Source: an optimization exercise on an open RTL-to-GDS flow (aim: small area and a short achievable clock period). Production flows keep margins and buffers that such runs may drop.
In this exercise RTL edits were held to simulation tests only and were not proved equivalent to the original.
Power and IR drop assume default switching activity.

### design/flow/config.mk
export PLATFORM = sky130hd
export DESIGN_NAME = KEYBOARD_CONTROLLER
export DESIGN_NICKNAME = KEYBOARD_CONTROLLER
export VERILOG_FILES = /design/flow/design.v
export SDC_FILE = /design/flow/constraint.sdc
export NUM_CORES = 4
export LEC_CHECK = 0
export CAP_MARGIN = 20
export CORE_MARGIN = 2
export CORE_UTILIZATION = 40
export CTS_BUF_LIST = sky130_fd_sc_hd__clkbuf_16
export CTS_CLUSTER_DIAMETER = 60
export CTS_CLUSTER_SIZE = 20
export SLEW_MARGIN = 20
### design/flow/design.v
`timescale 1ns/1ps
module KEYBOARD_CONTROLLER (
	RST_N     ,
	DATA      ,
	CLK_50MHZ ,
	PS2CLK    ,
	ASCII_OUT ,
	COLOR     ,
	COMMAND
	);
	input        RST_N;
	input        DATA;
	input        CLK_50MHZ;
	input        PS2CLK;
	output [7:0] ASCII_OUT;
	output [7:0] COLOR;
	output [1:0] COMMAND;
	wire clk = CLK_50MHZ;
	localparam [5:0] Y_PT = 6'b010000, Y_LP = 6'b010010, Y_RP = 6'b010011,
		Y_SP = 6'b010100, Y_EQ = 6'b010101, Y_QU = 6'b010110, Y_MI = 6'b011001,
		Y_SL = 6'b011011;
	function [5:0] L;    
		input [4:0] n;
		L = {1'b1, n};
	endfunction
	function [5:0] scan2sym;
		input [7:0] s;
		case (s)
			8'h45, 8'h70: scan2sym = 6'd0;
			8'h16, 8'h69: scan2sym = 6'd1;
			8'h1E, 8'h72: scan2sym = 6'd2;
			8'h26, 8'h7A: scan2sym = 6'd3;
			8'h25, 8'h6B: scan2sym = 6'd4;
			8'h2E, 8'h73: scan2sym = 6'd5;
			8'h36, 8'h74: scan2sym = 6'd6;
			8'h3D, 8'h6C: scan2sym = 6'd7;
			8'h3E, 8'h75: scan2sym = 6'd8;
			8'h46, 8'h7D: scan2sym = 6'd9;
			8'h1C: scan2sym = L(1);   8'h32: scan2sym = L(2);   8'h21: scan2sym = L(3);
			8'h23: scan2sym = L(4);   8'h24: scan2sym = L(5);   8'h2B: scan2sym = L(6);
			8'h34: scan2sym = L(7);   8'h33: scan2sym = L(8);   8'h43: scan2sym = L(9);
			8'h3B: scan2sym = L(10);  8'h42: scan2sym = L(11);  8'h4B: scan2sym = L(12);
			8'h3A: scan2sym = L(13);  8'h31: scan2sym = L(14);  8'h44: scan2sym = L(15);
			8'h4D: scan2sym = L(16);  8'h15: scan2sym = L(17);  8'h2D: scan2sym = L(18);
			8'h1B: scan2sym = L(19);  8'h2C: scan2sym = L(20);  8'h3C: scan2sym = L(21);
			8'h2A: scan2sym = L(22);  8'h1D: scan2sym = L(23);  8'h22: scan2sym = L(24);
			8'h35: scan2sym = L(25);  8'h1A: scan2sym = L(26);
			8'h4E, 8'h7B: scan2sym = Y_MI;
			8'h55:        scan2sym = Y_EQ;
			8'h41:        scan2sym = 6'b010001;
			8'h49, 8'h71: scan2sym = Y_PT;
			8'h4A:        scan2sym = Y_SL;
			8'h7C:        scan2sym = 6'b011010;
			8'h79:        scan2sym = 6'b011000;
			8'h54:        scan2sym = Y_LP;
			8'h5B:        scan2sym = Y_RP;
			8'h52:        scan2sym = Y_QU;
			default:      scan2sym = Y_SP;
		endcase
	endfunction
	function [6:0] sym2asc;
		input [5:0] y;
		if (y[5])
			sym2asc = {2'b11, y[4:0]};
		else if (!y[4])
			sym2asc = {3'b011, y[3:0]};
		else
			case (y[3:0])
				4'b0000: sym2asc = 7'h2E;
				4'b0001: sym2asc = 7'h2C;
				4'b0010: sym2asc = 7'h28;
				4'b0011: sym2asc = 7'h29;
				4'b0100: sym2asc = 7'h20;
				4'b0101: sym2asc = 7'h3D;
				4'b0110: sym2asc = 7'h22;
				4'b1000: sym2asc = 7'h2B;
				4'b1001: sym2asc = 7'h2D;
				4'b1010: sym2asc = 7'h2A;
				default: sym2asc = 7'h2F;
			endcase
	endfunction
	function [2:0] sym2col;
		input [5:0] y;
		if (y[5] || y == Y_QU)
			sym2col = 3'b100;
		else if (!y[4] || y[3:1] == 3'b000)
			sym2col = 3'b010;
		else if (y == Y_SP)
			sym2col = 3'b111;
		else
			sym2col = 3'b001;
	endfunction
	function [31:0] atan32;
		input [4:0] i;
		case (i)
			5'd0  : atan32 = 32'b11001001000011111101101010100010;
			5'd1  : atan32 = 32'b01110110101100011001110000010110;
			5'd2  : atan32 = 32'b00111110101101101110101111110010;
			5'd3  : atan32 = 32'b00011111110101011011101010011011;
			5'd4  : atan32 = 32'b00001111111110101010110111011100;
			5'd5  : atan32 = 32'b00000111111111110101010101101111;
			5'd6  : atan32 = 32'b00000011111111111110101010101011;
			5'd7  : atan32 = 32'b00000001111111111111110101010101;
			5'd8  : atan32 = 32'b00000000111111111111111110101011;
			5'd9  : atan32 = 32'b00000000011111111111111111110101;
			5'd10 : atan32 = 32'b00000000001111111111111111111111;
			default: atan32 = 32'd1 << (6'd32 - {1'b0, i});
		endcase
	endfunction
	reg       c1, c2, d1;
	reg [3:0] bc;
	reg [7:0] sr;
	reg       bdone;
	reg       rel;
	wire      fall = c2 & ~c1;
	always @(posedge clk or negedge RST_N) begin
		if (!RST_N) begin
			c1    <= 1'b1;
			c2    <= 1'b1;
			bc    <= 4'd0;
			bdone <= 1'b0;
			rel   <= 1'b0;
		end
		else begin
			c1    <= PS2CLK;
			c2    <= c1;
			bdone <= fall & (bc == 4'd8);
			if (fall)
				bc <= (bc == 4'd10) ? 4'd0 : bc + 4'd1;
			if (bdone) begin
				if (sr == 8'hF0)
					rel <= 1'b1;
				else if (sr != 8'hE0)
					rel <= 1'b0;
			end
		end
	end
	always @(posedge clk) begin
		d1 <= DATA;
		if (fall && bc != 4'd0 && bc <= 4'd8)
			sr <= {d1, sr[7:1]};
	end
	wire kev   = bdone & ~rel & (sr != 8'hF0) & (sr != 8'hE0);
	wire k_ent = (sr == 8'h5A);
	wire k_bs  = (sr == 8'h66);
	wire [5:0] ksym = scan2sym(sr);
	reg [5:0] ring [0:79];
	reg [6:0] ph;
	reg [6:0] count;
	reg [6:0] r;
	reg       pend;
	reg       lock;
	reg       wen;
	reg [5:0] wdat;
	wire [5:0] rout = ring[79];
	integer gi;
	always @(posedge clk) begin
		for (gi = 79; gi > 0; gi = gi - 1)
			ring[gi] <= ring[gi-1];
		ring[0] <= wen ? wdat : ring[79];
	end
	reg [34:0] A, X, Y, T;
	reg [5:0]  b;                  
	wire       pe = (b == 6'd34);  
	wire       b0 = (b == 6'd0);
	reg [6:0] st_n;
	reg       rdy;
	wire [6:0] st;
	reg [5:0] cnt;
	reg [4:0] it;
	reg [1:0] dret;
	reg       fr, mulf, qs, negr, got;
	reg [5:0] sym;
	reg       sym_ent;
	reg       x_int, x_fract, y_int, y_fract, letter, neg_oper, err;
	reg [2:0] oper;
	reg [2:0] cd;
	reg [1:0] cc;
	reg [5:0] mat;
	reg [3:0] dlast;
	reg [1:0] conv;
	reg       cpf, cnf;
	reg       xs, ys, yz, tsg, aneg, fz, ybit, xz;
	reg        c;         
	reg        ad;        
	reg        ex, ey;    
	reg        y0f, s0f, tsf;
	reg        asg;       
	reg [2:0]  psel;      
	reg [2:0]  qsel;      
	reg [3:0]  kidx;
	reg        sub, cinx, mask, abin;
	reg [1:0]  amode;     
	reg [2:0]  xmode;     
	reg        xbin;
	reg [1:0]  ymode;     
	reg        ybin;
	reg [1:0]  tmode;     
	function kbit;
		input [3:0] k;
		input [5:0] bb;
		input [4:0] ii;
		input [5:0] sy;
		input [3:0] dl;
		reg [34:0] v;
		reg [31:0] at;
		begin
			at = atan32(ii);
			case (k)
				4'd0:    v = {31'd0, sy[3:0]};
				4'd1:    v = {31'd0, dl};
				4'd2:    v = 35'd100000;
				4'd3:    v = 35'd10;
				4'd4:    v = {3'b000, at};
				4'd5:    v = {32'b001_10010010000111111011010101000, 3'b000};
				4'd6:    v = {32'b000_10011011011100111111011111001, 3'b000};
				4'd7:    v = {1'b0, 31'b01_10111101011100001010001111011 + 31'd1, 3'b000};
				default: v = {1'b1, 31'b10_01001100100011110101110000101, 3'b000};
			endcase
			kbit = v[bb];
		end
	endfunction
	reg pb, qb;
	always @(*) begin
		case (psel)
			3'd0:    pb = A[0];
			3'd1:    pb = X[0];
			3'd2:    pb = Y[0];
			3'd4:    pb = b0 ? abin : ad;
			default: pb = 1'b0;
		endcase
		case (qsel)
			3'd1:    qb = X[0];
			3'd2:    qb = Y[0];
			3'd3:    qb = T[0];
			3'd4:    qb = kbit(kidx, b, it, sym, dlast);
			default: qb = 1'b0;
		endcase
	end
	wire qx   = qb ^ sub;
	wire ci   = b0 ? (sub | cinx) : c;
	wire sb   = pb ^ qx ^ ci;
	wire co   = (pb & qx) | (pb & ci) | (qx & ci);
	wire sbm  = sb & ~(mask & b[5]);      
	wire y0   = b0 ? Y[0] : y0f;
	reg a34;    
	always @(*) begin
		case (amode)
			2'd1:    a34 = sbm;
			2'd2:    a34 = 1'b0;
			default: a34 = A[0];
		endcase
	end
	always @(posedge clk) begin
		b  <= pe ? 6'd0 : b + 6'd1;
		c  <= co;
		ad <= A[0];
		ex <= X[0];
		ey <= Y[0];
		if (b0) begin
			y0f <= Y[0];
			s0f <= sb;
			tsf <= T[34];
		end
		if (pe) asg <= a34;
		if (amode == 2'd2)
			A <= {1'b0, pe ? 1'b0 : sb, A[33:1]};
		else
			A <= {a34, A[34:1]};
		case (xmode)
			3'd1:    X <= {sbm, X[34:1]};
			3'd2:    X <= {(b >= 6'd16 && b < 6'd32) ? A[19] : X[0], X[34:1]};
			3'd3:    X <= {b0 ? xbin : ex, X[34:1]};
			3'd4:    X <= {b0 ? xbin : (b < 6'd16) ? ex : X[0], X[34:1]};
			default: X <= {X[0], X[34:1]};
		endcase
		case (ymode)
			2'd1:    Y <= {sbm, Y[34:1]};
			2'd2:    Y <= {1'b0, (b < 6'd32) ? Y[0] : (b == 6'd32) ? s0f : 1'b0, Y[33:1]};
			2'd3:    Y <= {b0 ? ybin : ey, Y[34:1]};
			default: Y <= {Y[0], Y[34:1]};
		endcase
		case (tmode)
			2'd1:    T <= {sbm, T[34:1]};
			2'd2:    T <= {tsf, pe ? tsf : T[0], T[33:1]};
			default: T <= {T[0], T[34:1]};
		endcase
	end
	localparam [6:0]
		S_IDLE = 7'd0,  S_FETCH = 7'd1, S_DISP = 7'd2,  S_M1 = 7'd3,   S_M2 = 7'd4,
		S_M3   = 7'd5,  S_M4 = 7'd6,    S_DG6 = 7'd8,  S_DG7 = 7'd9,
		S_CLRA = 7'd10, S_FR0 = 7'd11,  S_FRA = 7'd12,  S_FRF = 7'd13, S_YM = 7'd14,
		S_YI   = 7'd16, S_YS = 7'd17,   S_EV = 7'd18,  S_CLRY = 7'd19,
		S_MST  = 7'd20, S_EVT = 7'd21,  S_QZ1 = 7'd22,  S_QZ2 = 7'd23, S_DV0 = 7'd24,
		S_DV1  = 7'd7,  S_DV2 = 7'd25,  S_DV3 = 7'd26,  S_DS = 7'd27,  S_DSF = 7'd28, S_DV4 = 7'd29,
		S_C1   = 7'd30, S_C2 = 7'd31,   S_C3A = 7'd32,  S_C3B = 7'd15, S_C3C = 7'd64, S_C4 = 7'd33,
		S_C5   = 7'd34,
		S_I1   = 7'd35, S_I2 = 7'd36,   S_I3 = 7'd37,   S_I4 = 7'd38,  S_I5 = 7'd39,
		S_I6   = 7'd40, S_I7 = 7'd41,   S_R1 = 7'd42,   S_R2 = 7'd43,  S_R3 = 7'd44,
		S_R4   = 7'd45, S_R5 = 7'd46,   S_P0 = 7'd47,   S_P1 = 7'd48,  S_P2 = 7'd49,
		S_P3   = 7'd50, S_P4 = 7'd51,   S_PF1 = 7'd52,  S_PF2 = 7'd53, S_PF3 = 7'd54,
		S_PF4  = 7'd55, S_ZR = 7'd56,   S_PF6 = 7'd57,  S_PF7 = 7'd58, S_PF8 = 7'd59,
		S_PSH  = 7'd60, S_PF9 = 7'd61,  S_OUT = 7'd62,  S_ERR = 7'd63, S_PPT = 7'd65;
	wire any_n  = x_int | x_fract | y_int | y_fract;
	wire none   = ~any_n & ~letter;
	wire is_dig = (sym[5:4] == 2'b00);
	wire is_pt  = (sym[5:1] == 5'b01000);
	wire is_op  = (sym[5:2] == 4'b0110);
	wire is_let = sym[5];
	wire cd_nz  = (cd != 3'd0);
	wire is_sin = mat[1] & mat[3] & mat[5];
	wire is_cos = mat[0] & mat[2] & mat[4];
	wire c_swap = conv[1];
	wire srcY   = (oper[0] == c_swap);
	wire negv   = c_swap & (oper[0] ^ conv[0]);
	wire d_pt_x = !sym_ent && is_pt && cd_nz && x_int;
	wire d_pt_y = !sym_ent && is_pt && cd_nz && !x_int && y_int;
	wire d_op_x = !sym_ent && is_op && !letter && x_int;
	wire d_rp_x = !sym_ent && !is_pt && !is_op && sym == Y_RP && letter && x_int && cd_nz;
	reg [5:0] msym;
	reg       mend;
	always @(*) begin
		mend = 1'b0;
		msym = Y_SP;
		case (cnt[4:0])
			5'd0: msym = Y_SP;   5'd1: msym = L(5);   5'd2: msym = L(18);  5'd3: msym = L(18);
			5'd4: msym = L(15);  5'd5: msym = L(18);  5'd6: msym = Y_SL;   5'd7: msym = Y_SP;
			default:
				if (err)
					case (cnt[4:0])
						5'd8:  msym = L(21); 5'd9:  msym = L(14); 5'd10: msym = L(11); 5'd11: msym = L(14);
						5'd12: msym = L(15); 5'd13: msym = L(23); 5'd14: msym = L(14); 5'd15: msym = Y_SP;
						5'd16: msym = L(3);  5'd17: msym = L(15); 5'd18: msym = L(13); 5'd19: msym = L(13);
						5'd20: msym = L(1);  5'd21: msym = L(14); 5'd22: msym = L(4);
						default: mend = 1'b1;
					endcase
				else if (sym_ent)
					case (cnt[4:0])
						5'd8:  msym = L(5);  5'd9:  msym = L(24); 5'd10: msym = L(16); 5'd11: msym = L(18);
						5'd12: msym = L(5);  5'd13: msym = L(19); 5'd14: msym = L(19); 5'd15: msym = L(9);
						5'd16: msym = L(15); 5'd17: msym = L(14); 5'd18: msym = Y_SP;  5'd19: msym = L(14);
						5'd20: msym = L(15); 5'd21: msym = L(20); 5'd22: msym = Y_SP;  5'd23: msym = L(6);
						5'd24: msym = L(21); 5'd25: msym = L(12); 5'd26: msym = L(12);
						default: mend = 1'b1;
					endcase
				else
					case (cnt[4:0])
						5'd8:  msym = L(21); 5'd9:  msym = L(14); 5'd10: msym = L(5);  5'd11: msym = L(24);
						5'd12: msym = L(16); 5'd13: msym = L(5);  5'd14: msym = L(3);  5'd15: msym = L(20);
						5'd16: msym = L(5);  5'd17: msym = L(4);  5'd18: msym = Y_SP;  5'd19: msym = L(20);
						5'd20: msym = L(15); 5'd21: msym = L(11); 5'd22: msym = L(5);  5'd23: msym = L(14);
						5'd24: msym = Y_SP;  5'd25: msym = Y_QU;  5'd27: msym = Y_QU;
						5'd26: if (sym[5:1] == 5'b01001) mend = 1'b1; else msym = sym;
						default: mend = 1'b1;
					endcase
		endcase
	end
	always @(*) begin
		psel = 3'd3; qsel = 3'd0; kidx = 4'd0; sub = 1'b0; cinx = 1'b0; mask = 1'b0; abin = 1'b0;
		amode = 2'd0; xmode = 3'd0; xbin = 1'b0; ymode = 2'd0; ybin = 1'b0; tmode = 2'd0;
		case (st)
			S_IDLE: begin amode = 2'd1; xmode = 3'd1; ymode = 2'd1; end
			S_DISP: begin
				if (d_pt_x || d_op_x || d_rp_x) xmode = 3'd2;
				else if (d_pt_y && !letter) begin psel = 3'd0; ymode = 2'd1; end
			end
			S_CLRA, S_DV3, S_PF2, S_ZR: amode = 2'd1;
			S_M1:  begin psel = 3'd4; tmode = 2'd1; end
			S_M2, S_M3: begin psel = 3'd4; amode = 2'd1; end
			S_M4:  begin psel = 3'd4; qsel = 3'd3; amode = 2'd1; end
			S_DG6: if (letter) begin psel = 3'd0; mask = 1'b1; ymode = 2'd1; end
			S_DG7: begin psel = 3'd0; qsel = 3'd4; kidx = 4'd0; amode = 2'd1; end
			S_FRA: begin
				psel = 3'd4; qsel = 3'd4; kidx = 4'd2; sub = ~asg; amode = 2'd1;
				if (cnt != 6'd16) begin
					if (x_fract) begin xmode = 3'd4; xbin = ~asg; end
					else begin ymode = 2'd3; ybin = ~asg; end
				end
			end
			S_FRF: begin
				if (x_fract) begin xmode = 3'd4; xbin = ~asg; end
				else begin ymode = 2'd3; ybin = ~asg; end
			end
			S_YM:  begin psel = 3'd2; mask = 1'b1; ymode = 2'd1; end
			S_YI:  begin psel = 3'd0; ymode = 2'd1; end
			S_YS:  begin psel = 3'd2; qsel = 3'd2; mask = 1'b1; ymode = 2'd1; end
			S_EV: begin
				case (oper[1:0])
					2'b00: begin psel = 3'd1; qsel = 3'd2; amode = 2'd1; end
					2'b01: begin psel = 3'd1; qsel = 3'd2; sub = 1'b1; mask = 1'b1; amode = 2'd1; end
					2'b10: amode = 2'd1;
					default: ;
				endcase
			end
			S_CLRY, S_C5: ymode = 2'd1;
			S_MST: begin psel = 3'd0; qsel = (mulf & y0) ? 3'd1 : 3'd0; amode = 2'd2; ymode = 2'd2; end
			S_EVT: if (oper != 3'b011 && !oper[2]) amode = 2'd1;
			S_QZ1: begin psel = 3'd2; mask = 1'b1; xmode = 3'd1; end
			S_QZ2: begin qsel = 3'd4; kidx = 4'd1; ymode = 2'd1; end
			S_DV1: if (xs) begin qsel = 3'd1; sub = 1'b1; mask = 1'b1; xmode = 3'd1; end
			S_DV2: if (ys) begin qsel = 3'd2; sub = 1'b1; mask = 1'b1; ymode = 2'd1; end
			S_DS:  begin psel = 3'd4; abin = X[31]; qsel = 3'd2; sub = ~asg; amode = 2'd1; xmode = 3'd3; xbin = ~asg; end
			S_DSF: begin
				xmode = 3'd3; xbin = ~asg;
				if (asg) begin psel = 3'd0; qsel = 3'd2; amode = 2'd1; end
			end
			S_DV4: begin qsel = 3'd1; sub = qs; mask = 1'b1; amode = 2'd1; end
			S_C1:  xmode = 3'd3;
			S_C2:  begin qsel = 3'd1; sub = neg_oper; amode = 2'd1; end
			S_C3A: begin psel = 3'd0; qsel = 3'd4; kidx = 4'd7; sub = 1'b1; end
			S_C3B: begin psel = 3'd0; qsel = 3'd4; kidx = 4'd8; sub = 1'b1; end
			S_C3C: if (cpf | cnf) begin psel = 3'd0; qsel = 3'd4; kidx = 4'd5; sub = cpf; amode = 2'd1; end
			S_C4:  begin qsel = 3'd4; kidx = 4'd6; xmode = 3'd1; end
			S_I1:  begin qsel = 3'd2; tmode = 2'd1; end
			S_I2, S_I5, S_R2: tmode = 2'd2;
			S_PF3: begin tmode = 2'd2; ymode = 2'd3; end
			S_I3:  begin psel = 3'd1; qsel = 3'd3; sub = ~asg; xmode = 3'd1; end
			S_I4:  begin psel = 3'd1; qsel = 3'd3; sub = asg; tmode = 2'd1; end
			S_I6:  begin psel = 3'd2; qsel = 3'd3; sub = asg; ymode = 2'd1; end
			S_I7:  begin psel = 3'd0; qsel = 3'd4; kidx = 4'd4; sub = ~asg; amode = 2'd1; end
			S_R1:  begin qsel = srcY ? 3'd2 : 3'd1; tmode = 2'd1; end
			S_R3:  begin qsel = 3'd3; sub = negv; mask = 1'b1; tmode = 2'd1; end
			S_R4:  if (tsg) begin qsel = 3'd3; sub = 1'b1; mask = 1'b1; tmode = 2'd1; end
			S_R5:  begin qsel = 3'd3; amode = 2'd1; end
			S_P4:  if (!aneg) begin psel = 3'd0; xmode = 3'd1; end
			S_PF1: begin qsel = 3'd4; kidx = 4'd2; tmode = 2'd1; end
			S_PF4: if (ybit) begin psel = 3'd0; qsel = 3'd3; amode = 2'd1; end
			S_PF6: begin psel = 3'd1; tmode = 2'd1; end
			S_PF7: begin psel = 3'd0; xmode = 3'd1; end
			S_PF8: begin qsel = 3'd4; kidx = 4'd3; ymode = 2'd1; end
			S_PF9: begin qsel = 3'd3; xmode = 3'd1; end
			default: ;
		endcase
	end
	reg [1:0] ocmd;
	reg [6:0] oasc;
	reg [2:0] ocol;
	reg       e_sym, e_nl, e_del;
	reg [5:0] esym;
	assign COMMAND   = ocmd;
	assign ASCII_OUT = {1'b0, oasc};
	assign COLOR     = {{3{ocol[2]}}, {3{ocol[1]}}, {2{ocol[0]}}};
	always @(posedge clk or negedge RST_N) begin
		if (!RST_N) begin
			ocmd <= 2'b11;
			oasc <= 7'd0;
			ocol <= 3'b111;
		end
		else if (e_sym) begin
			ocmd <= 2'b00;
			oasc <= sym2asc(esym);
			ocol <= sym2col(esym);
		end
		else begin
			ocmd <= e_nl ? 2'b10 : e_del ? 2'b01 : 2'b11;
			oasc <= 7'd0;
			ocol <= 3'b111;
		end
	end
	wire ph_r  = (ph == r);
	wire ph_c  = (ph == count);
	wire psh_w = (st == S_PSH || st == S_PPT) && ph_c && !got && !b0;
	always @(*) begin
		e_sym = 1'b0; e_nl = 1'b0; e_del = 1'b0; esym = ksym;
		wen = 1'b0; wdat = ksym;
		if (pend && ph_c)
			wen = 1'b1;
		if (kev && !lock) begin
			if (k_bs) begin
				if (count != 7'd0) e_del = 1'b1;
			end
			else if (!k_ent && count != 7'd80)
				e_sym = 1'b1;
		end
		if (psh_w) begin
			wen  = 1'b1;
			wdat = (st == S_PPT) ? Y_PT : sym;
		end
		case (st)
			S_P0, S_P2: begin e_sym = b0; esym = Y_SP; end
			S_P1:       begin e_sym = b0; esym = Y_EQ; end
			S_P3:       begin e_sym = b0 & negr; esym = Y_MI; end
			S_P4:       e_nl = b0 & aneg;
			S_OUT:      if (cnt == 6'd2) e_nl = 1'b1; else if (cnt[0] && ph_r) begin e_sym = 1'b1; esym = rout; end
			S_ERR:      if (mend) e_nl = 1'b1; else begin e_sym = 1'b1; esym = msym; end
			default: ;
		endcase
	end
	assign st = rdy ? st_n : S_IDLE;
	wire rel_line = (st == S_OUT && cnt == 6'd2) || (st == S_ERR && mend) || (st == S_P4 && pe && aneg);
	wire set79    = (st == S_P4 && pe && !aneg);
	always @(posedge clk or negedge RST_N) begin
		if (!RST_N) begin
			rdy   <= 1'b0;
			count <= 7'd0;
			pend  <= 1'b0;
			lock  <= 1'b0;
		end
		else begin
			rdy <= 1'b1;
			if (pend && ph_c) begin
				pend  <= 1'b0;
				count <= count + 7'd1;
			end
			if (kev && !lock) begin
				if (k_bs) begin
					if (count != 7'd0) count <= count - 7'd1;
				end
				else if (k_ent)
					lock <= 1'b1;
				else if (count != 7'd80)
					pend <= 1'b1;
			end
			if (psh_w) count <= count - 7'd1;
			if (set79) count <= 7'd79;
			if (rel_line) begin
				lock  <= 1'b0;
				count <= 7'd0;
			end
		end
	end
	always @(posedge clk) begin
		begin
			ph <= (ph == 7'd79) ? 7'd0 : ph + 7'd1;
			if (psh_w) got <= 1'b1;
			if (b == 6'd31) begin
				xs   <= X[0];
				ys   <= Y[0];
				aneg <= A[0];
				ybit <= Y[0];
			end
			if (st == S_R3 && b == 6'd31) tsg <= sbm;
			if (b0) begin
				yz <= ~Y[0];
				fz <= Y[0];
				xz <= X[0];
			end
			else if (!b[5]) begin
				yz <= yz & ~Y[0];
				fz <= fz | Y[0];
				xz <= xz | X[0];
			end
			if (st == S_PSH && b0) sym <= {2'b00, A[3:0]};
			case (st)
				S_IDLE: begin
					x_int <= 1'b0; x_fract <= 1'b0; y_int <= 1'b0; y_fract <= 1'b0;
					letter <= 1'b0; neg_oper <= 1'b0; err <= 1'b0; negr <= 1'b0;
					oper <= 3'b000; cd <= 3'd0; cc <= 2'd0; mat <= 6'd0; got <= 1'b0;
					if (lock && !pend && pe) begin
						r  <= 7'd0;
						st_n <= S_FETCH;
					end
					else
						st_n <= S_IDLE;
				end
				S_FETCH: begin
					if (!got) begin
						if (r == count) begin
							sym_ent <= 1'b1;
							got     <= 1'b1;
						end
						else if (ph_r) begin
							sym     <= rout;
							sym_ent <= 1'b0;
							r       <= r + 7'd1;
							got     <= 1'b1;
						end
					end
					if (pe && got) begin
						got <= 1'b0;
						st_n  <= S_DISP;
					end
				end
				S_PSH: if (pe && got) begin
					got <= 1'b0;
					if (dret == 2'd1) begin
						it <= it - 5'd1;
						st_n <= (it == 5'd1) ? S_PPT : S_DV3;
					end
					else if (!xz) begin
						r   <= count;
						cnt <= 6'd0;
						st_n  <= S_OUT;
					end
					else
						st_n <= S_DV3;
				end
				S_PPT: if (pe && got) begin
					got  <= 1'b0;
					dret <= 2'd2;
					st_n <= S_PF9;
				end
				S_OUT: begin
					if (cnt == 6'd2) begin
						st_n  <= S_IDLE;
					end
					else if (!cnt[0]) begin
						r   <= r + 7'd1;
						cnt <= 6'd1;
					end
					else if (ph_r) begin
						if (r == 7'd79) cnt <= 6'd2;
						else cnt <= 6'd0;
					end
				end
				S_ERR: begin
					if (mend) begin
						st_n  <= S_IDLE;
					end
					else
						cnt <= cnt + 6'd1;
				end
				default: if (pe) begin
					case (st)
						S_DISP: begin
							if (sym_ent) begin
								if (letter)                 st_n <= S_EVT;
								else if (y_int && cd_nz)    st_n <= S_YI;
								else if (y_fract)           st_n <= S_FR0;
								else begin cnt <= 6'd0; st_n <= S_ERR; end
							end
							else if (is_dig) begin
								if (none) begin x_int <= 1'b1; fr <= 1'b0; st_n <= S_M1; end
								else if (any_n) begin fr <= 1'b0; st_n <= S_M1; end
								else begin cnt <= 6'd0; st_n <= S_ERR; end
							end
							else if (is_pt) begin
								if (cd_nz && x_int) begin
									x_int <= 1'b0; x_fract <= 1'b1; cd <= 3'd0; st_n <= S_CLRA;
								end
								else if (cd_nz && y_int) begin
									y_int <= 1'b0; y_fract <= 1'b1; cd <= 3'd0; st_n <= S_CLRA;
								end
								else begin cnt <= 6'd0; st_n <= S_ERR; end
							end
							else if (is_op) begin
								if (!letter) begin
									if (x_int) begin
										x_int <= 1'b0; y_int <= 1'b1; oper <= {1'b0, sym[1:0]}; cd <= 3'd0;
										st_n <= S_CLRA;
									end
									else if (x_fract) begin
										oper <= {1'b0, sym[1:0]};
										st_n <= S_FR0;
									end
									else begin cnt <= 6'd0; st_n <= S_ERR; end
								end
								else if (x_int && !cd_nz && sym[1:0] == 2'b01 && !neg_oper) begin
									neg_oper <= 1'b1; st_n <= S_FETCH;
								end
								else begin cnt <= 6'd0; st_n <= S_ERR; end
							end
							else if (is_let) begin
								if (none || (letter && !any_n)) begin
									letter <= 1'b1;
									cc <= cc + 2'd1;
									case (cc)
										2'd0: mat[1:0] <= {sym == L(19), sym == L(3)};
										2'd1: mat[3:2] <= {sym == L(9),  sym == L(15)};
										2'd2: mat[5:4] <= {sym == L(14), sym == L(19)};
										default: ;
									endcase
									st_n <= S_FETCH;
								end
								else begin cnt <= 6'd0; st_n <= S_ERR; end
							end
							else if (sym == Y_LP) begin
								if (letter) begin
									x_int <= 1'b1;
									if (is_sin)      begin oper <= 3'b100; st_n <= S_FETCH; end
									else if (is_cos) begin oper <= 3'b101; st_n <= S_FETCH; end
									else begin err <= 1'b1; cnt <= 6'd0; st_n <= S_ERR; end
								end
								else begin cnt <= 6'd0; st_n <= S_ERR; end
							end
							else if (sym == Y_RP) begin
								if (letter && x_int && cd_nz) begin
									x_int <= 1'b0; y_int <= 1'b1; oper <= 3'b011; cd <= 3'd0;
									st_n <= S_CLRA;
								end
								else if (letter && x_fract) st_n <= S_FR0;
								else begin cnt <= 6'd0; st_n <= S_ERR; end
							end
							else if (sym == Y_SP) st_n <= S_FETCH;
							else begin cnt <= 6'd0; st_n <= S_ERR; end
						end
						S_CLRA: st_n <= S_FETCH;
						S_M1: st_n <= S_M2;
						S_M2: st_n <= S_M3;
						S_M3: st_n <= S_M4;
						S_M4: begin
							if (cd != 3'd7) cd <= cd + 3'd1;
							st_n <= fr ? S_FR0 : S_DG6;
						end
						S_DG6: begin
							if (letter) dlast <= sym[3:0];
							st_n <= S_DG7;
						end
						S_DG7: st_n <= S_FETCH;
						S_FR0: begin
							if (cd == 3'd0 || cd > 3'd5) begin cnt <= 6'd0; st_n <= S_ERR; end
							else if (cd != 3'd5) begin fr <= 1'b1; st_n <= S_M1; end
							else begin cd <= 3'd0; cnt <= 6'd16; st_n <= S_FRA; end
						end
						S_FRA: begin
							cnt <= cnt - 6'd1;
							if (cnt == 6'd1) st_n <= S_FRF;
						end
						S_FRF: begin
							if (x_fract) begin
								x_fract <= 1'b0; y_int <= 1'b1; st_n <= S_CLRA;
							end
							else begin
								y_fract <= 1'b0; st_n <= S_YM;
							end
						end
						S_YM: st_n <= S_EV;
						S_YI: begin y_int <= 1'b0; cnt <= 6'd16; st_n <= S_YS; end
						S_YS: begin
							cnt <= cnt - 6'd1;
							if (cnt == 6'd1) st_n <= S_EV;
						end
						S_EV: begin
							mulf <= (oper[1:0] == 2'b10);
							case (oper[1:0])
								2'b00, 2'b01: begin cnt <= 6'd16; st_n <= S_CLRY; end
								2'b10: begin cnt <= 6'd32; st_n <= S_MST; end
								default: st_n <= S_DV0;
							endcase
						end
						S_CLRY: begin
							mulf <= 1'b0;
							st_n <= (cnt == 6'd0) ? S_P0 : S_MST;
						end
						S_MST: begin
							cnt <= cnt - 6'd1;
							if (cnt == 6'd1) st_n <= S_P0;
						end
						S_EVT: begin
							if (oper == 3'b011) st_n <= S_QZ1;
							else if (oper[2]) begin cnt <= 6'd16; st_n <= S_C1; end
							else begin cnt <= 6'd0; st_n <= S_CLRY; end
						end
						S_QZ1: st_n <= S_QZ2;
						S_QZ2: st_n <= S_DV0;
						S_DV0: begin
							qs   <= xs ^ ys;
							dret <= 2'd0;
							st_n <= yz ? S_ZR : S_DV1;
						end
						S_ZR: begin cnt <= 6'd0; st_n <= S_CLRY; end
						S_DV1: st_n <= S_DV2;
						S_DV2: st_n <= S_DV3;
						S_DV3: begin cnt <= 6'd32; st_n <= S_DS; end
						S_DS: begin
							cnt <= cnt - 6'd1;
							if (cnt == 6'd1) st_n <= S_DSF;
						end
						S_DSF: st_n <= (dret == 2'd0) ? S_DV4 : S_PSH;
						S_DV4: begin cnt <= 6'd0; st_n <= S_CLRY; end
						S_C1: begin
							cnt <= cnt - 6'd1;
							if (cnt == 6'd1) st_n <= S_C2;
						end
						S_C2:  st_n <= S_C3A;
						S_C3A: begin cpf <= ~asg & co; st_n <= S_C3B; end
						S_C3B: begin cnf <= asg & ~co; st_n <= S_C3C; end
						S_C3C: begin conv <= cpf ? 2'b10 : cnf ? 2'b11 : 2'b00; st_n <= S_C4; end
						S_C4:  st_n <= S_C5;
						S_C5:  begin it <= 5'd0; st_n <= S_I1; end
						S_I1:  begin cnt <= {1'b0, it}; st_n <= (it == 5'd0) ? S_I3 : S_I2; end
						S_I2:  begin cnt <= cnt - 6'd1; if (cnt == 6'd1) st_n <= S_I3; end
						S_I3:  st_n <= S_I4;
						S_I4:  begin cnt <= {1'b0, it}; st_n <= (it == 5'd0) ? S_I6 : S_I5; end
						S_I5:  begin cnt <= cnt - 6'd1; if (cnt == 6'd1) st_n <= S_I6; end
						S_I6:  st_n <= S_I7;
						S_I7:  begin it <= it + 5'd1; st_n <= (it == 5'd31) ? S_R1 : S_I1; end
						S_R1:  begin cnt <= 6'd3; st_n <= S_R2; end
						S_R2:  begin cnt <= cnt - 6'd1; if (cnt == 6'd1) st_n <= S_R3; end
						S_R3:  st_n <= S_R4;
						S_R4:  begin if (tsg) negr <= 1'b1; st_n <= S_R5; end
						S_R5:  begin cnt <= 6'd29; st_n <= S_CLRY; end
						S_P0:  st_n <= S_P1;
						S_P1:  st_n <= S_P2;
						S_P2:  st_n <= S_P3;
						S_P3:  st_n <= S_P4;
						S_P4: begin
							if (aneg) begin
								st_n  <= S_IDLE;
							end
							else begin
								dret  <= fz ? 2'd1 : 2'd2;
								it    <= 5'd5;
								st_n  <= fz ? S_PF1 : S_PF8;
							end
						end
						S_PF1: st_n <= S_PF2;
						S_PF2: begin cnt <= 6'd16; st_n <= S_PF3; end
						S_PF3: st_n <= S_PF4;
						S_PF4: begin
							cnt <= cnt - 6'd1;
							st_n <= (cnt == 6'd1) ? S_PF6 : S_PF3;
						end
						S_PF6: st_n <= S_PF7;
						S_PF7: st_n <= S_PF8;
						S_PF8: st_n <= S_DV3;
						S_PF9: st_n <= S_DV3;
						default: st_n <= S_IDLE;
					endcase
				end
			endcase
		end
	end
endmodule  
### design/flow/run.sh
#!/bin/bash
# synth_recipe.tcl (not shown) runs the flow's synth.tcl, then flattens the netlist and writes it again
# the make line also repeats each setting of config.mk as NAME=value (left out here)
make -C /OpenROAD-flow-scripts/flow DESIGN_CONFIG=/design/flow/config.mk WORK_HOME=/design/flow/orfs CLKGATE_MAP_FILE= SYNTH_SCRIPT=/design/flow/synth_recipe.tcl finish
### design/flow/constraint.sdc
create_clock -name core_clock -period 160.0 [get_ports {CLK_50MHZ}]
set_input_delay 32.0000 -clock core_clock [delete_from_list [all_inputs] [get_ports {CLK_50MHZ}]]
set_output_delay 32.0000 -clock core_clock [all_outputs]
set_load 0.01 [all_outputs]
==> results.rst, run 1 <==
.. list-table::
   :header-rows: 1

   * - Metric
     - Value
   * - Fillcell total
     - 6035
   * - Run status
     - no timing/DRC/antenna violations
   * - Portion of netlist area occupied by mux cells
     - 1.41%
   * - Clock H-tree levels
     - 2
   * - Setup violators final
     - 0
   * - Wire per inst
     - 22.0 um
   * - Final number of max-transition violations
     - 0
   * - # rows
     - 93
   * - RePlAce Congestion
     - 0.946
   * - Post-CTS setup buffer count
     - 0
   * - Bufs on Longest Clock Path
     - 3
   * - CP max stage delay
     - 0.54 ns
   * - Diode insertion count for antenna repair
     - 0
   * - Number of gates resized after cts
     - 0
   * - Placeable Area
     - 64600 um2
   * - Share of the yosys chip area belonging to registers
     - 61.7%
   * - Post-Route Hold Slack
     - 0.281 ns
   * - Antenna violations before repair
     - 1
   * - Transition at the pin with the smallest max-transition slack
     - 1.08 ns
   * - Cells after synthesis
     - 2454
   * - GRT overflow
     - 0
   * - 1st-iter DRT viols
     - 1744
   * - Xor and xnor fraction of the mapped netlist area
     - 1.64%
   * - Setup slack of the most critical reg-to-reg path
     - 153.57 ns
   * - Category of the most critical setup path
     - reg2out
   * - Wire length of the first global-routing pass
     - 112 mm
   * - Peak clock frequency supported by timing
     - 29.7 MHz
   * - Total die area
     - 67600 um2
   * - Per-instance average area after synthesis
     - 10.7 um2
   * - Mapped Area
     - 26200 um2
   * - Asr flop ratio synth
     - 3.94%
   * - Ratio of total power to cell area
     - 12.4 nW/um2
   * - Clock tree from TritonCTS
     - yes
   * - MaxCap Viol Count
     - 0
   * - Clock transition at the register clock pins on the worst setup and hold paths after CTS
     - 0.08 ns
   * - Cell chain of the critical path
     - clkdlybuf4s50_1
   * - CTS buffer count
     - 54
   * - Top Ports
     - 22
   * - Static Leak
     - 10.9 nW
   * - Iteration count of the initial detailed-routing pass
     - 6
   * - Complex-gate fraction of the synthesized area
     - 14.8%
   * - Fraction of layout instances using a drive strength above 1
     - 6.95%
   * - Count of endpoints failing hold in the final timing report
     - 0
   * - Setup repair after global routing missed its margin
     - false
   * - Worst Hold Depth
     - 0
   * - Post-layout net count
     - 2469
   * - Number of enable flip-flop cells after synthesis
     - 79
   * - Count of vias placed by the detailed router
     - 18700
   * - Die Span X
     - 260 um
   * - Startpoint class of the critical path
     - flip-flop
   * - Crit path arrival time
     - 1.72 ns
   * - Post-cts hold buffer count
     - 0
   * - CTS Root Cell
     - sky130_fd_sc_hd__clkbuf_16
   * - Depth of the most critical reg-to-reg path
     - 16
   * - Height of the die
     - 260 um
   * - Relative slew slack
     - 25.8%
   * - Largest family of logic cells by synthesized area
     - simple AND/OR/NAND/NOR gates
   * - FF+latch count, synth
     - 761
   * - Primary FF master, synth
     - sky130_fd_sc_hd__dfxtp_1
   * - Clock latency (worst-skew pair)
     - 0.64 ns
   * - Drt via density
     - 5.65
   * - Antenna-violating nets left
     - 0
   * - Final HPWL DP
     - 50.3 mm
   * - Worst IR Drop VDD
     - 8.80 uV
   * - Share of synthesized cell area in full adder, half adder and majority cells
     - 2.31%
   * - Total placed cells including tap cells
     - 3217
   * - Global-route usage over all layers
     - 21.3%
   * - Synth warnings
     - 2
   * - Worst path bufs/invs
     - 1
   * - CTS sink cnt
     - 761
   * - Vias in the first global route
     - 18100
   * - Setup_tns
     - 0 ns
   * - Post-Synth Simple-Gate Area
     - 15.1%
   * - Effective utilization at floorplan
     - 40.6%
   * - Final Critical Period
     - 33.72 ns
   * - Clock Skew
     - 0.0650 ns
   * - Endpoint required time on the critical path
     - 128.00 ns
   * - Largest fanout on the critical path
     - 3
   * - Net Count, Synth
     - 2505
   * - Routed Wire Length
     - 72.6 mm
   * - Unique masters post-synth
     - 105
   * - Tightest Hold Check Type
     - reg2reg
   * - Area overhead of the layout relative to synthesis
     - 9.98%
   * - Number of logic stages on the critical path including buffering
     - 1
   * - Endpoint type of the worst setup path
     - primary output
   * - Highest-delay cell along the critical path
     - sky130_fd_sc_hd__dfstp_2
   * - Pin count of the biggest net entering global routing
     - 36
   * - Number of standard cells in the final layout excluding fillers
     - 3300
   * - Category of cells accounting for the largest share of critical-path delay
     - flip-flops
   * - Buffers added on ports
     - 20
   * - Drt drc
     - 0
   * - Final clock period utilization by the worst path
     - 21.1%
==> path summary, 6_finish.rpt <==
path,end,startpoint
max,COLOR[4],ocol[1]
min,Y[26],Y[27]
max reg2reg,X[34],it[3]
min reg2reg,Y[26],Y[27]
max in group asynchronous,ocmd[0],RST_N
min in group asynchronous,oasc[6],RST_N
==> synth_stat cells (10+ instances only) <==
cell | count | area [um2]
sky130_fd_sc_hd__o221ai_1 | 10 | 87.6
sky130_fd_sc_hd__nand4_1 | 21 | 131
sky130_fd_sc_hd__xor2_1 | 27 | 236
sky130_fd_sc_hd__dfxtp_1 | 652 | 13100
sky130_fd_sc_hd__nor4bb_1 | 10 | 100
sky130_fd_sc_hd__a221oi_1 | 19 | 166
sky130_fd_sc_hd__buf_1 | 11 | 41.3
sky130_fd_sc_hd__o21a_1 | 12 | 90.1
sky130_fd_sc_hd__nor2_1 | 210 | 788
sky130_fd_sc_hd__o311ai_0 | 12 | 105
sky130_fd_sc_hd__and3_1 | 23 | 144
sky130_fd_sc_hd__o21ai_0 | 135 | 676
sky130_fd_sc_hd__a21oi_1 | 136 | 681
sky130_fd_sc_hd__ha_1 | 46 | 576
sky130_fd_sc_hd__a21o_1 | 13 | 97.6
sky130_fd_sc_hd__dfrtp_1 | 23 | 576
sky130_fd_sc_hd__o2111ai_1 | 14 | 123
sky130_fd_sc_hd__nor2b_1 | 36 | 225
sky130_fd_sc_hd__nand2_1 | 206 | 773
sky130_fd_sc_hd__nor3b_1 | 15 | 113
sky130_fd_sc_hd__edfxtp_1 | 79 | 2370
sky130_fd_sc_hd__a211oi_1 | 27 | 203
sky130_fd_sc_hd__nand2b_1 | 25 | 156
sky130_fd_sc_hd__nor4_1 | 24 | 150
sky130_fd_sc_hd__or3_1 | 10 | 62.6
sky130_fd_sc_hd__xnor2_1 | 22 | 193
sky130_fd_sc_hd__o31ai_1 | 11 | 82.6
sky130_fd_sc_hd__buf_2 | 22 | 110
sky130_fd_sc_hd__a31oi_1 | 30 | 188
sky130_fd_sc_hd__o211ai_1 | 24 | 180
sky130_fd_sc_hd__a311oi_1 | 11 | 96.3
sky130_fd_sc_hd__o22ai_1 | 18 | 113
sky130_fd_sc_hd__inv_1 | 43 | 161
sky130_fd_sc_hd__nor3_1 | 66 | 330
sky130_fd_sc_hd__mux2i_1 | 28 | 280
sky130_fd_sc_hd__clkbuf_1 | 101 | 379
sky130_fd_sc_hd__a2111oi_0 | 13 | 114
sky130_fd_sc_hd__nand3_1 | 71 | 355
sky130_fd_sc_hd__and2_1 | 15 | 93.8
==> worst reg2reg max path, cell delays in order, from the launching register on <==
cell	delay, ns
sky130_fd_sc_hd__edfxtp_1	1.04
sky130_fd_sc_hd__nor2_1	0.23
sky130_fd_sc_hd__and2_1	0.27
sky130_fd_sc_hd__ha_1	0.44
sky130_fd_sc_hd__a311oi_1	0.69
sky130_fd_sc_hd__nand2_1	0.41
sky130_fd_sc_hd__o32ai_1	0.45
sky130_fd_sc_hd__nor3_1	0.07
sky130_fd_sc_hd__o311ai_0	0.33
sky130_fd_sc_hd__nand3_1	0.13
sky130_fd_sc_hd__o31ai_1	0.54
sky130_fd_sc_hd__a221oi_2	0.13
sky130_fd_sc_hd__xor2_1	0.19
sky130_fd_sc_hd__fa_1	0.63
sky130_fd_sc_hd__o21a_1	0.28
sky130_fd_sc_hd__a22oi_1	0.12
sky130_fd_sc_hd__o311ai_0	0.37
==> cell families (layout without fill, tap and decap cells) <==
family          count (synthesis)  count (layout)
compound gates                577             577
xor+xnor                       49              49
fa+ha+maj                      48              48
buf+inv                       192             183
flops                         761             761
mux                            36              36
other cells                     2               2
simple gates                  789             789
==> cells in the final DEF, fill, tap and decap left out, drive strengths merged, types with 12 or more instances in the layout <==
cell type	instances
nor4	24
and3	23
xnor2	22
edfxtp	79
clkbuf	54
nor2	211
xor2	27
o31ai	12
o22ai	18
a21o	13
nor2b	36
and2	17
ha	46
o2111ai	14
dfxtp	652
nor3	71
a2111oi	14
nor3b	15
nand2	206
nand4	22
a221oi	21
o211ai	24
inv	59
clkinv	15
clkdlybuf4s50	20
dfrtp	23
a21oi	136
mux2i	28
nand3	71
nand2b	25
o21ai	136
a31oi	31
o21a	12
a211oi	27
o311ai	14
buf	32
==> layer usage <==
| layer | vias up | part of all wire (%) | GRT usage (%) |
|---|---|---|---|
| met2 | 719 | 45 | 33.3 |
| li1 | 8674 | - | - |
| met4 | 0 | 3.4 | 7.87 |
| met1 | 9128 | 46 | 30.3 |
| met5 | - | 0 | 0 |
| met3 | 140 | 6.0 | 2.63 |
==> power breakdown <==
part           internal [mW]  leakage (nW)  switching [mW]  total, mW
clock network         0.0650         0.833          0.0669      0.132
registers              0.198          6.38         0.00309      0.201
logic                0.00924          3.69          0.0151     0.0244
total                  0.272          10.9          0.0851      0.357
==> state kept, by name, summed over array words and instances, names as in the netlist, 5 cells and up, named ones only <==
name   cells
ph         7
cnt        6
ring     480
sym        6
T         35
A         35
oasc       7
Y         35
X         35
it         5
r          7
st_n       7
mat        6
count      7
b          6
sr         8
==> final cells by class <==
type | instances | area [um2] | area share, %
flip-flops and latches | 761 | 16200 | 56.1
well taps | 855 | 1070 | 3.71
inverters | 48 | 180 | 0.625
repair buffers | 52 | 440 | 1.53
clock buffers | 54 | 1350 | 4.69
multi-input cells | 1501 | 9280 | 32.2
clock inverters | 29 | 324 | 1.12
==> per-stage QoR <==
stage                     worst slack, ns  cell area (um2)  power, mW  utilization [%]
after floorplan                    127.34            26200      0.222                -
after global placement             126.96            27100      0.229             42.0
after detailed placement           126.94            27100      0.229             42.0
after CTS                          126.24            28800      0.361             44.6
after global routing               126.22            28800      0.371             44.6
final                              126.28            28800      0.357             44.6
==> run 2: changes to the inputs <==
--- a/design/flow/config.mk
+++ b/design/flow/config.mk
@@ -9,6 +9,6 @@
 export CORE_MARGIN = 2
 export CORE_UTILIZATION = 40
 export CTS_BUF_LIST = sky130_fd_sc_hd__clkbuf_16
-export CTS_CLUSTER_DIAMETER = 60
-export CTS_CLUSTER_SIZE = 20
+export CTS_CLUSTER_DIAMETER = 80
+export CTS_CLUSTER_SIZE = 28
 export SLEW_MARGIN = 20
==> run 2 against run 1 <==
  * Sequential power about the same
  * Non-clock buffer count unchanged
  * Clock-buffer cell count decreased by 14
  * Cell count is 0.76% lower
  * Sequential share of layout area grew 0.68 points
  * Largest cell class unchanged
  * Synthesized area did not move
  * Still clean on timing, DRC and antenna
  * Core utilization shrank 0.54 points
  * Clock skew fell by 0.033 ns
  * Highest routed layer unchanged
  * Combinational power about the same
  * Synthesized cell count is the same
  * Worst hold slack improved by 0.033 ns
  * Total power down 4.7%
==> results.rst, run 2 <==
.. list-table::
   :header-rows: 1

   * - Metric
     - Value
   * - Ratio of total power to cell area
     - 11.9 nW/um2 (-3.5%)
   * - Setup slack of the most critical reg-to-reg path
     - 153.48 ns (-0.09 ns)
   * - Die Span X
     - 260 um (unchanged)
   * - Number of gates resized after cts
     - 0 (unchanged)
   * - Run status
     - no timing/DRC/antenna violations
   * - Fraction of layout instances using a drive strength above 1
     - 6.24% (-0.71 points)
   * - Transition at the pin with the smallest max-transition slack
     - 1.13 ns (+0.0463 ns)
   * - Setup_tns
     - 0 ns (unchanged)
   * - Post-Route Hold Slack
     - 0.315 ns (+0.0335 ns)
   * - Crit path arrival time
     - 1.71 ns (about the same)
   * - Tightest Hold Check Type
     - reg2reg
   * - Height of the die
     - 260 um (unchanged)
   * - Commonest non-fill, non-tap cells in the layout
     - 652 x sky130_fd_sc_hd__dfxtp_1, 210 x sky130_fd_sc_hd__nor2_1, 206 x sky130_fd_sc_hd__nand2_1, 136 x sky130_fd_sc_hd__a21oi_1, 135 x sky130_fd_sc_hd__o21ai_0
   * - 1st-iter DRT viols
     - 1791 (+2.7%)
   * - Synth warnings
     - 2 (unchanged)
   * - Bufs on Longest Clock Path
     - 3 (unchanged)
   * - Placeable Area
     - 64600 um2 (unchanged)
   * - Share of the yosys chip area belonging to registers
     - 61.7% (unchanged)
   * - RePlAce Congestion
     - 0.946 (unchanged)
   * - Final Critical Period
     - 33.71 ns (-0.00900 ns)
   * - Per-instance average area after synthesis
     - 10.7 um2 (unchanged)
   * - Static Leak
     - 10.7 nW (-1.8%)
   * - Final std cell area, no fill
     - 28500 um2 (-1.2%)
   * - Routed Wire Length
     - 72.2 mm (-0.52%)
   * - Depth of the most critical reg-to-reg path
     - 16 (unchanged)
   * - Final number of max-transition violations
     - 0 (unchanged)
   * - Area taken by flip-flops and latches
     - 16200 um2 (unchanged)
   * - Crit. Startpoint
     - ocol[1]
   * - Diode insertion count for antenna repair
     - 0 (unchanged)
   * - Highest-delay cell along the critical path
     - sky130_fd_sc_hd__dfstp_2
   * - Most repeated cell in the gate-level netlist after synthesis
     - sky130_fd_sc_hd__dfxtp_1
   * - Final clock period utilization by the worst path
     - 21.1% (about the same)
   * - Post-layout net count
     - 2454 (-0.61%)
   * - End-of-flow core utilization
     - 44.1% (-0.54 points)
   * - Post-synth top cells
     - 652 x sky130_fd_sc_hd__dfxtp_1, 210 x sky130_fd_sc_hd__nor2_1, 206 x sky130_fd_sc_hd__nand2_1
   * - Buffers added on ports
     - 20 (unchanged)
   * - FF-to-FF Start
     - it[3]
   * - Post-detailed-placement cell area
     - 27100 um2 (unchanged)
   * - Cells after synthesis
     - 2454 (unchanged)
   * - Worst reg2reg path endpoint
     - X[34]
   * - MaxCap Viol Count
     - 0 (unchanged)
   * - Vias in the first global route
     - 17900 (-1.2%)
   * - Primary FF master, synth
     - sky130_fd_sc_hd__dfxtp_1
   * - CTS Root Cell
     - sky130_fd_sc_hd__clkbuf_16
   * - Clock tree from TritonCTS
     - yes
   * - Count of endpoints failing hold in the final timing report
     - 0 (unchanged)
   * - Iteration count of the initial detailed-routing pass
     - 6 (unchanged)
   * - Total die area
     - 67600 um2 (unchanged)
   * - Asr flop ratio synth
     - 3.94% (unchanged)
   * - Leading cell type in the layout, fill and taps excluded
     - sky130_fd_sc_hd__dfxtp_1
   * - Pin count of the biggest net entering global routing
     - 36 (unchanged)
   * - Fillcell total
     - 6044 (+0.15%)
   * - CTS buffer count
     - 39 (-28%)
   * - Antenna-violating nets left
     - 0 (unchanged)
   * - GRT overflow
     - 0 (unchanged)
   * - Top register by number of flip-flops
     - ring
   * - Drt via density
     - 5.67 (+0.23%)
   * - Category of the most critical setup path
     - reg2out
   * - Effective utilization at floorplan
     - 40.6% (unchanged)
   * - Number of enable flip-flop cells after synthesis
     - 79 (unchanged)
   * - CP max stage delay
     - 0.55 ns (about the same)
   * - Wire length of the first global-routing pass
     - 111 mm (-0.90%)
   * - Clock transition at the register clock pins on the worst setup and hold paths after CTS
     - 0.10 ns (+0.02 ns)
   * - Cell chain of the critical path
     - clkdlybuf4s50_1
   * - Area overhead of the layout relative to synthesis
     - 8.66%
   * - Top Ports
     - 22 (unchanged)
   * - Endpoint required time on the critical path
     - 128.00 ns (about the same)
   * - Multi-input gate area
     - 9280 um2 (unchanged)
   * - # rows
     - 93 (unchanged)
   * - Number of logic stages on the critical path including buffering
     - 1 (unchanged)
   * - Category of cells accounting for the largest share of critical-path delay
     - flip-flops
   * - Count of vias placed by the detailed router
     - 18600 (-0.53%)
   * - Peak clock frequency supported by timing
     - 29.7 MHz (about the same)
   * - Setup repair after global routing missed its margin
     - false
   * - Setup violators final
     - 0 (unchanged)
   * - CP Capture Point
     - COLOR[4]
   * - Post-synth top area share
     - 49.8% (unchanged)
   * - Area leader, netlist
     - sky130_fd_sc_hd__dfxtp_1
   * - Top cells by area in the synthesized netlist
     - sky130_fd_sc_hd__dfxtp_1 50%, sky130_fd_sc_hd__edfxtp_1 9.0%, sky130_fd_sc_hd__nor2_1 3.0%, sky130_fd_sc_hd__nand2_1 2.9%, sky130_fd_sc_hd__a21oi_1 2.6%
   * - Sum of internal, switching and leakage power
     - 0.340 mW (-4.7%)
   * - Clock Skew
     - 0.0316 ns (-0.0334 ns)
   * - Startpoint class of the critical path
     - flip-flop
   * - Worst path bufs/invs
     - 1 (unchanged)
   * - Drt drc
     - 0 (unchanged)
   * - Number of flip-flops under the largest register name
     - 480 (unchanged)
   * - Net Count, Synth
     - 2505 (unchanged)
   * - Clock latency (worst-skew pair)
     - 0.62 ns (-0.02 ns)
   * - Unique masters post-synth
     - 105 (unchanged)
   * - Endpoint type of the worst setup path
     - primary output
   * - Largest fanout on the critical path
     - 3 (unchanged)
   * - Global-route usage over all layers
     - 21.2% (-0.16 points)
   * - Worst IR Drop VDD
     - 9.06 uV (+2.9%)
   * - Post-CTS setup buffer count
     - 0 (unchanged)
   * - FF+latch count, synth
     - 761 (unchanged)
   * - Wire per inst
     - 22.0 um (+0.24%)
   * - Relative slew slack
     - 24.5% (-1.2 points)
   * - CTS sink cnt
     - 761 (unchanged)
   * - Clock H-tree levels
     - 2 (unchanged)
   * - Antenna violations before repair
     - 1 (unchanged)
   * - Post-cts hold buffer count
     - 0 (unchanged)
   * - Mapped Area
     - 26200 um2 (unchanged)
   * - Final HPWL DP
     - 50.3 mm (unchanged)
[run 2: cell counts after synthesis]
No cell type changed its count.
[run 2: cell type report]
| type | count | share of cell area, % |
|---|---|---|
| inverters | 48 | 0.633 |
| clock inverters | 18 | 1.15 |
| flip-flops and latches | 761 | 56.8 |
| repair buffers | 52 | 1.55 |
| clock buffers | 40 | 3.51 |
| multi-input cells | 1501 | 32.6 |
| well taps | 855 | 3.76 |
[run 2: cell families (layout without fill, tap and decap cells)]
kind of cell	after synthesis	in the layout	synth area share [%]
AOI/OAI and AO/OA	577	577	14.8
xor gates and xnor gates	49	49	1.64
adders and majority gates	48	48	2.31
buffers and inverters	192	158	3.03
DFF	761	761	61.7
muxes	36	36	1.41
other	2	2	0.0286
and+or+nand+nor	789	789	15.1
[run 2: per-layer routing]
| metal | up-vias | share of wire (%) | global-route usage, % |
|---|---|---|---|
| li1 | 8627 | - | - |
| met2 | 684 | 44 | 32.9 |
| met5 | - | 0 | 0 |
| met3 | 152 | 5.9 | 2.72 |
| met4 | 0 | 3.8 | 8.05 |
| met1 | 9100 | 46 | 30.1 |
[run 2: worst min path at each step]
stage                start          end  slack [ns]  cells after the start
6_report             X[34]        X[33]        0.31                      0
5_1_grt              X[34]        X[33]        0.30                      0
4_1_cts              X[34]        X[33]        0.30                      0
3_5_place_dp          Y[1]         Y[0]        0.31                      0
3_3_place_gp   ring[78][0]  ring[79][0]        0.31                      0
2_1_floorplan        A[11]        A[10]        0.31                      0
[run 2: stage by stage]
stage          setup WS [ns]  cells
3_5_place_dp          126.94   3217
2_1_floorplan         127.34   2454
5_1_grt               126.23   3275
4_1_cts               126.25   3275
6_report              126.29   3275
3_3_place_gp          126.96   3217
[run 2: worst reg2reg max path: stages, from the launching register on]
cell and delay (ns):
sky130_fd_sc_hd__edfxtp_1 1.04, sky130_fd_sc_hd__nor2_1 0.23, sky130_fd_sc_hd__and2_1 0.27, sky130_fd_sc_hd__ha_1 0.44, sky130_fd_sc_hd__a311oi_1 0.70, sky130_fd_sc_hd__nand2_1 0.44, sky130_fd_sc_hd__o32ai_1 0.46, sky130_fd_sc_hd__nor3_1 0.07
sky130_fd_sc_hd__o311ai_0 0.34, sky130_fd_sc_hd__nand3_1 0.15, sky130_fd_sc_hd__o31ai_1 0.51, sky130_fd_sc_hd__a221oi_2 0.12, sky130_fd_sc_hd__xor2_1 0.19, sky130_fd_sc_hd__fa_1 0.63, sky130_fd_sc_hd__o21a_1 0.28, sky130_fd_sc_hd__a22oi_1 0.13
sky130_fd_sc_hd__o311ai_0 0.37
[run 2: where the power goes]
group	switching, mW	internal [mW]
sequential	0.00310	0.198
combinational	0.0152	0.00924
clock	0.0643	0.0508
==> run 3: changes to the inputs <==
--- a/design/flow/config.mk
+++ b/design/flow/config.mk
@@ -8,7 +8,7 @@
 export CAP_MARGIN = 20
 export CORE_MARGIN = 2
 export CORE_UTILIZATION = 40
-export CTS_BUF_LIST = sky130_fd_sc_hd__clkbuf_16
-export CTS_CLUSTER_DIAMETER = 80
-export CTS_CLUSTER_SIZE = 28
+export CTS_BUF_LIST = sky130_fd_sc_hd__clkbuf_8
+export CTS_CLUSTER_DIAMETER = 50
+export CTS_CLUSTER_SIZE = 12
 export SLEW_MARGIN = 20
==> run 3 against run 2 <==
  * Critical path depth unchanged
  * Clock-buffer cell count up 44
  * Non-clock buffer count unchanged
  * Die area unchanged
==> results.rst, run 3 <==
.. list-table::
   :header-rows: 1

   * - Metric
     - Value
   * - Startpoint class of the critical path
     - flip-flop
   * - Commonest non-fill, non-tap cells in the layout
     - 652 x sky130_fd_sc_hd__dfxtp_1, 210 x sky130_fd_sc_hd__nor2_1, 206 x sky130_fd_sc_hd__nand2_1, 136 x sky130_fd_sc_hd__a21oi_1, 135 x sky130_fd_sc_hd__o21ai_0
   * - Primary FF master, synth
     - sky130_fd_sc_hd__dfxtp_1
   * - Setup violators final
     - 0 (unchanged)
   * - Per-instance average area after synthesis
     - 10.7 um2 (unchanged)
   * - CTS Root Cell
     - sky130_fd_sc_hd__clkbuf_8
   * - Synth warnings
     - 2 (unchanged)
   * - Post-cts hold buffer count
     - 0 (unchanged)
   * - Final number of max-transition violations
     - 0 (unchanged)
   * - Leading cell type in the layout, fill and taps excluded
     - sky130_fd_sc_hd__dfxtp_1
   * - Routed Wire Length
     - 73.0 mm (+1.1%)
   * - Fillcell total
     - 6064 (+0.33%)
   * - Static Leak
     - 10.9 nW (+1.9%)
   * - Internal power summed over all cells
     - 0.264 mW (+2.6%)
   * - Cells after synthesis
     - 2454 (unchanged)
   * - Part of the total power dissipated in combinational logic
     - 7.0% (-0.2 points)
   * - Vias in the first global route
     - 18400 (+2.9%)
   * - Pin count of the biggest net entering global routing
     - 36 (unchanged)
   * - Iteration count of the initial detailed-routing pass
     - 6 (unchanged)
   * - Endpoint type of the worst setup path
     - primary output
   * - MaxCap Viol Count
     - 0 (unchanged)
   * - Multi-input gate area
     - 9280 um2 (unchanged)
   * - Peak clock frequency supported by timing
     - 29.6 MHz (-0.32%)
   * - Top Ports
     - 22 (unchanged)
   * - Total placed cells including tap cells
     - 3217 (unchanged)
   * - Count of endpoints failing hold in the final timing report
     - 0 (unchanged)
   * - Clock latency (worst-skew pair)
     - 0.73 ns (+0.11 ns)
   * - Fraction of layout instances using a drive strength above 1
     - 8.26% (+2.0 points)
   * - Area overhead of the layout relative to synthesis
     - 9.57%
   * - Effective utilization at floorplan
     - 40.6% (unchanged)
   * - Clock H-tree levels
     - 3 (+1)
   * - Drt via density
     - 5.67 (about the same)
   * - Share of the yosys chip area belonging to registers
     - 61.7% (unchanged)
   * - Buffers added on ports
     - 20 (unchanged)
   * - Sequential cell fraction of total power
     - 57.3% (-1.7 points)
   * - Depth of the most critical reg-to-reg path
     - 16 (unchanged)
   * - Top cells by area in the synthesized netlist
     - sky130_fd_sc_hd__dfxtp_1 50%, sky130_fd_sc_hd__edfxtp_1 9.0%, sky130_fd_sc_hd__nor2_1 3.0%, sky130_fd_sc_hd__nand2_1 2.9%, sky130_fd_sc_hd__a21oi_1 2.6%
   * - Antenna violations before repair
     - 2 (+1)
   * - GRT overflow
     - 0 (unchanged)
   * - Share of power burned in the clock network
     - 35.7% (+1.9 points)
   * - Most repeated cell in the gate-level netlist after synthesis
     - sky130_fd_sc_hd__dfxtp_1
   * - Placeable Area
     - 64600 um2 (unchanged)
   * - Crit path arrival time
     - 1.82 ns (+0.11 ns)
   * - Wire per inst
     - 21.9 um (-0.79%)
   * - Total die area
     - 67600 um2 (unchanged)
   * - Wire length of the first global-routing pass
     - 113 mm (+2.0%)
   * - Number of enable flip-flop cells after synthesis
     - 79 (unchanged)
   * - FF+latch count, synth
     - 761 (unchanged)
   * - Net Sw Frac
     - 24.5% (+0.25 points)
   * - Worst Hold Depth
     - 0 (unchanged)
   * - Final HPWL DP
     - 50.3 mm (unchanged)
   * - Category of the most critical setup path
     - reg2out
   * - CTS sink cnt
     - 761 (unchanged)
   * - Cell chain of the critical path
     - clkdlybuf4s50_1
   * - Post-CTS setup buffer count
     - 0 (unchanged)
   * - Net Count, Synth
     - 2505 (unchanged)
   * - Asr flop ratio synth
     - 3.94% (unchanged)
   * - Clock tree from TritonCTS
     - yes
   * - Global-route usage over all layers
     - 21.7% (+0.50 points)
   * - Top register by number of flip-flops
     - ring
   * - Bufs on Longest Clock Path
     - 3 (unchanged)
   * - Number of gates resized after cts
     - 0 (unchanged)
   * - Worst IR Drop VDD
     - 9.37 uV (+3.5%)
   * - Die Span X
     - 260 um (unchanged)
   * - Tightest Hold Check Type
     - reg2reg
   * - Setup_tns
     - 0 ns (unchanged)
   * - Ratio of total power to cell area
     - 12.2 nW/um2 (+2.1%)
   * - # rows
     - 93 (unchanged)
   * - Number of flip-flops under the largest register name
     - 480 (unchanged)
   * - Largest fanout on the critical path
     - 3 (unchanged)
   * - Count of vias placed by the detailed router
     - 18900 (+2.0%)
   * - Highest-delay cell along the critical path
     - sky130_fd_sc_hd__dfstp_2
   * - Mapped Area
     - 26200 um2 (unchanged)
   * - Post-Route Hold Slack
     - 0.305 ns (-0.00947 ns)
   * - Endpoint required time on the critical path
     - 128.00 ns (about the same)
   * - Unique masters post-synth
     - 105 (unchanged)
   * - Drt drc
     - 0 (unchanged)
   * - Setup repair after global routing missed its margin
     - false
   * - Clock Skew
     - 0.0652 ns (+0.0335 ns)
   * - Number of logic stages on the critical path including buffering
     - 1 (unchanged)
   * - Height of the die
     - 260 um (unchanged)
   * - Clock transition at the register clock pins on the worst setup and hold paths after CTS
     - 0.08 ns (-0.02 ns)
   * - Transition at the pin with the smallest max-transition slack
     - 1.08 ns (-0.0531 ns)
   * - Area taken by flip-flops and latches
     - 16200 um2 (unchanged)
   * - CP max stage delay
     - 0.55 ns (about the same)
   * - Post-layout net count
     - 2499 (+1.8%)
   * - 1st-iter DRT viols
     - 1635 (-8.7%)
   * - Run status
     - no timing/DRC/antenna violations
   * - Final clock period utilization by the worst path
     - 21.1% (+0.068 points)
   * - Switching power summed over all nets
     - 0.0859 mW (+4.0%)
   * - Post-synth top area share
     - 49.8% (unchanged)
   * - CTS buffer count
     - 84 (+120%)
   * - Antenna-violating nets left
     - 0 (unchanged)
   * - Category of cells accounting for the largest share of critical-path delay
     - flip-flops
   * - Area leader, netlist
     - sky130_fd_sc_hd__dfxtp_1
   * - Final Critical Period
     - 33.82 ns (+0.108 ns)
   * - RePlAce Congestion
     - 0.946 (unchanged)
   * - Number of standard cells in the final layout excluding fillers
     - 3339 (+2.0%)
   * - Relative slew slack
     - 26.2% (+1.7 points)
   * - Post-synth top cells
     - 652 x sky130_fd_sc_hd__dfxtp_1, 210 x sky130_fd_sc_hd__nor2_1, 206 x sky130_fd_sc_hd__nand2_1
   * - Worst path bufs/invs
     - 1 (unchanged)
## run 3: area by class of cell
cell class | instances | area share (%)
Multi-Input combinational cell | 1501 | 32.3
Sequential cell | 761 | 56.3
Clock inverter | 37 | 1.42
Antenna cell | 1 | 0.00871
Tap cell | 855 | 3.72
Timing Repair Buffer | 52 | 1.53
Clock buffer | 84 | 4.02
Inverter | 48 | 0.627
## run 3: worst paths after layout
check,start,end,slack [ns]
max reg2reg,it[3],X[34],153.49
max in group asynchronous,RST_N,c2,127.99
min reg2reg,ring[39][2],ring[40][2],0.31
max,ocol[1],COLOR[4],126.18
min,ring[39][2],ring[40][2],0.31
min in group asynchronous,RST_N,oasc[6],31.65
## run 3: power groups by stage
stage          registers [mW]  logic [mW]  clock network (mW)
3_3_place_gp            0.205      0.0242                   0
2_1_floorplan           0.204      0.0183                   0
4_1_cts                 0.201      0.0242               0.130
3_5_place_dp            0.205      0.0241                   0
6_report                0.201      0.0244               0.125
5_1_grt                 0.201      0.0270               0.137
## run 3: per-stage QoR
step | area (um2) | util (%) | worst slack [ns] | total power [mW]
after global placement | 27100 | 42.0 | 126.96 | 0.229
after detailed placement | 27100 | 42.0 | 126.94 | 0.229
after global routing | 28700 | 44.5 | 126.11 | 0.366
final | 28700 | 44.5 | 126.18 | 0.350
after CTS | 28700 | 44.5 | 126.13 | 0.355
after floorplan | 26200 | - | 127.34 | 0.222
## run 3: logic make-up (layout without fill, tap and decap cells)
kind of cell / Yosys count / in the layout / synth area share, %
AO/OA/AOI/OAI: 577 / 577 / 14.8
adder cells (fa/ha/maj): 48 / 48 / 2.31
flip-flops: 761 / 761 / 61.7
XOR/XNOR: 49 / 49 / 1.64
multiplexers: 36 / 36 / 1.41
other: 2 / 3 / 0.0286
buffers and inverters: 192 / 221 / 3.03
AND/OR/NAND/NOR: 789 / 789 / 15.1
## run 3: layer usage
metal / vias to the layer above / part of all wire [%] / track usage (%)
li1: 8755 / - / -
met1: 9297 / 46 / 30.3
met2: 709 / 45 / 33.7
met3: 170 / 5.5 / 3.17
met4: 0 / 3.6 / 8.59
met5: - / 0 / 0

port drivers added, routing unchanged:
No port has a modelled driver above. Below, the same layouts with a new extraction and two added sets of constraints.
Step 1 assumes that a clkbuf_16 drives the clock port and a buf_2 every other input.
Step 2 adds t to the input delays and takes it off the output delays; t is the mean of the earliest and latest rising clock arrival at the registers after step 1. Input paths then give back, and output paths get back, about the clock's delay inside the block.
a / b / c = no drivers / after step 1 / after step 2; a / b = the first two.
| run | t (ns) | setup slack, ns | clock arrival spread, ns | worst register clock-pin slew, ns | pins driven straight from the clock port |
|---|---|---|---|---|---|
| run 1 | 0.672 | 126.277 / 126.214 / 126.886 | 0.074 / 0.074 | 0.08 / 0.08 | 1 |
| run 2 | 0.666 | 126.286 / 126.222 / 126.888 | 0.037 / 0.036 | 0.10 / 0.10 | 1 |
| run 3 | 0.762 | 126.178 / 126.115 / 126.878 | 0.067 / 0.067 | 0.08 / 0.08 | 1 |
After both steps every run listed still meets setup and hold.
